Source: an optimization exercise on an open RTL-to-GDS flow (aim: small area). Production flows keep margins and buffers that such runs may drop. In this exercise RTL edits were held to simulation tests only and were not proved equivalent to the original. The clock port is modelled as an ideal driver, which makes a skipped or thinned clock tree look cheaper than it is; a real chip needs a root buffer or a tree. Power figures rest on the tool's default switching activity, not on a simulated workload.

==> module sev_seg, before the edit <==
module sev_seg(
input clk,
input rst,
input s_hourten,
input [3:0] s_hour,
input [2:0] s_minten,
input [3:0] s_min,
output [3:0] an,
output [6:0] seg
    );
reg [1:0] current_place;
reg [5:0] count;
wire wrap = &count[3:0];
wire [1:0] next_place = current_place + {1'b0, wrap};
reg [3:0] sel;
always @(*) begin
    case(next_place)
        2'd0: sel = {s_min[3] | (s_min[2] & s_min[1] & s_min[0]), s_min[2:0]};
        2'd1: sel = {1'b0, s_minten};
        2'd2: sel = {s_hour[3] | (s_hour[2] & s_hour[1] & s_hour[0]), s_hour[2:0]};
        default: sel = {3'b000, s_hourten};
    endcase
end
reg [3:0] e;           
reg [3:0] so0, so2;    
reg [2:0] so1;
reg [1:0] so3;         
reg [3:0] s;           
reg [1:0] place_d;     
reg an_on;             
reg [3:0] cur;
always @(*) begin
    case(current_place)
        2'd0: cur = so0;
        2'd1: cur = {1'b0, so1};
        2'd2: cur = so2;
        default: cur = {1'b0, so3[1], so3[1], so3[0]};
    endcase
end
always @(posedge clk) begin
    if(rst)
        begin
            count <= 0;
            current_place <= 0;
            e <= 0;
            so0 <= 4'd7;
            so1 <= 3'd7;
            so2 <= 4'd7;
            so3 <= 2'b11;
            s <= 4'd7;
        end
    else
        begin
            count <= wrap ? 6'd0 : {count[4:0], ~(count[5] ^ count[0])};
            current_place <= next_place;
            e <= sel;
            case(current_place)
                2'd0: so0 <= e;
                2'd1: so1 <= e[2:0];
                2'd2: so2 <= e;
                2'd3: so3 <= {1'b0, e[0]};
            endcase
            s <= cur;
        end
end
always @(posedge clk) begin
    an_on <= ~rst;
    place_d <= current_place;
end
assign an[0] = an_on & (place_d != 2'd0);
assign an[1] = an_on & (place_d != 2'd1);
assign an[2] = an_on & (place_d != 2'd2);
assign an[3] = an_on & (place_d != 2'd3);
assign seg[0] = (s[2] & ~s[1] & ~s[0]) | (~s[3] & ~s[2] & ~s[1] & s[0]);
assign seg[1] = (s[2] & ~s[1] & s[0]) | (s[2] & s[1] & ~s[0]);
assign seg[2] = (~s[2] & s[1] & ~s[0]);
assign seg[3] = (s[3] & s[1]) | (s[2] & ~s[1] & ~s[0]) | (~s[2] & ~s[1] & s[0]);
assign seg[4] = (s[3] & s[1]) | (~s[2] & s[0]) | (s[2] & ~s[1]);
assign seg[5] = (~s[2] & s[1]) | (s[3] & s[1]) | (~s[3] & ~s[2] & s[0]);
assign seg[6] = (~s[3] & ~s[2] & ~s[1]) | (s[3] & s[1]);
endmodule
Settings: LEC_CHECK=0, ABC_AREA=1, CAP_MARGIN=20, CORE_MARGIN=2, CORE_UTILIZATION=40, CTS_BUF_LIST=sky130_fd_sc_hd__clkbuf_8, CTS_CLUSTER_DIAMETER=100, CTS_CLUSTER_SIZE=30, SLEW_MARGIN=20; clock period 10.0 ns.
standard.sh (not shown) runs the stock make flow with config.mk's settings and CLKGATE_MAP_FILE= SYNTH_SCRIPT=/design/flow/synth_recipe.tcl, a recipe that flattens the netlist after the stock synthesis.
==> flow/flow/run.sh <==
#!/bin/bash
# The standard layout (standard.sh) with three changes:
#  - synthesis maps the logic with an area-only ABC script (flow/synth_area.tcl, flow/area.abc);
#  - every port still gets a buffer, but the smallest one, sky130_fd_sc_hd__buf_1;
#  - the clock tree is flow/clock_tree.tcl: the clock port drives a few clkbuf_8, each
#    driving the flip-flops nearest to it (ORFS runs it in place of its own CTS command).
# The make output of all steps goes to flow_make.log here; ORFS keeps each step's log under orfs/logs.
set -euo pipefail
work=$(pwd)
export FLOW_WORK="$work"
export AREA_ABC_SCRIPT="$work/flow/area.abc"
export BUFFER_PORTS_ARGS="-buffer_cell sky130_fd_sc_hd__buf_1"
export PRE_CTS_TCL="$work/flow/clock_tree.tcl"
export CLOCK_LEAVES=3
export CLOCK_LEAF_CELL=sky130_fd_sc_hd__clkbuf_16
export CTS_ARGS="-sink_clustering_enable"
sed "s#SYNTH_SCRIPT=[^ ]*#SYNTH_SCRIPT=$work/flow/synth_area.tcl#" standard.sh > flow_standard_area.sh
grep -q "SYNTH_SCRIPT=$work/flow/synth_area.tcl" flow_standard_area.sh
bash flow_standard_area.sh > flow_make.log 2>&1
Other scripts of this flow, unchanged in this note and not shown: flow/flow/area.abc, flow/flow/clock_tree.tcl, flow/flow/synth_area.tcl
==> next run, changes <==
--- a/flow/design.v
+++ b/flow/design.v
@@ -25,17 +25,19 @@
 reg [3:0] e;           
 reg [3:0] so0, so2;    
 reg [2:0] so1;
-reg [1:0] so3;         
+reg so3;               
 reg [3:0] s;           
 reg [1:0] place_d;     
-reg an_on;             
+reg first;
+wire visit_start = ~|count;
+wire an_on = ~(first & visit_start & ~current_place[1] & ~current_place[0]);
 reg [3:0] cur;
 always @(*) begin
     case(current_place)
         2'd0: cur = so0;
         2'd1: cur = {1'b0, so1};
         2'd2: cur = so2;
-        default: cur = {1'b0, so3[1], so3[1], so3[0]};
+        default: cur = {3'b000, so3};
     endcase
 end
 always @(posedge clk) begin
@@ -44,10 +46,7 @@
             count <= 0;
             current_place <= 0;
             e <= 0;
-            so0 <= 4'd7;
-            so1 <= 3'd7;
-            so2 <= 4'd7;
-            so3 <= 2'b11;
+            first <= 1'b1;
             s <= 4'd7;
         end
     else
@@ -55,17 +54,18 @@
             count <= wrap ? 6'd0 : {count[4:0], ~(count[5] ^ count[0])};
             current_place <= next_place;
             e <= sel;
-            case(current_place)
-                2'd0: so0 <= e;
-                2'd1: so1 <= e[2:0];
-                2'd2: so2 <= e;
-                2'd3: so3 <= {1'b0, e[0]};
-            endcase
-            s <= cur;
-        end
-end
-always @(posedge clk) begin
-    an_on <= ~rst;
+            s <= (first & visit_start) ? 4'd7 : cur;
+            if (wrap & current_place[1] & current_place[0])
+                first <= 1'b0;
+        end
+end
+always @(posedge clk) begin
+    case(current_place)
+        2'd0: so0 <= e;
+        2'd1: so1 <= e[2:0];
+        2'd2: so2 <= e;
+        2'd3: so3 <= e[0];
+    endcase
     place_d <= current_place;
 end
 assign an[0] = an_on & (place_d != 2'd0);
Outcome: Fmax drops by 1.1%; die area drops by 0.80%; routed wire length drops by 4.4%; worst setup slack is worse by 0.063 ns; cell count drops by 4.0%; power climbs by 0.70%; sequential power is about the same; global-route usage drops by 0.69 points.
No run of this note takes its clock network from TritonCTS; it comes from the design's own scripts or RTL.

[separate check: timing with driven ports]
No port has a modelled driver above. Below, the same layouts with a new extraction and two added sets of constraints. Step 1 (the two cells are an assumption about what drives the block):
set clk [get_ports {clk}]
set_driving_cell -lib_cell sky130_fd_sc_hd__clkbuf_16 $clk
set_driving_cell -lib_cell sky130_fd_sc_hd__buf_2 [delete_from_list [all_inputs] $clk]
Step 2 also shifts input and output timing later by t, the mid clock arrival at the registers, as if the neighbouring blocks saw the same clock. Slacks: ideal / step 1 / step 2; pairs: ideal / step 1.
run | shift t [ns] | setup WS [ns] | worst setup path at the end | clock arrival spread, ns | pins driven straight from the clock port
the first run | 0.228 | 4.402 / 4.445 / 4.217 | input to register | 0.009 / 0.010 | 3
the second run | 0.227 | 4.339 / 4.383 / 4.155 | input to register | 0.023 / 0.023 | 3
After both steps setup and hold are still met in every run listed. The setup slack of the first run, which loses most, moves by +0.043 ns with the drivers and by -0.185 ns with both steps.
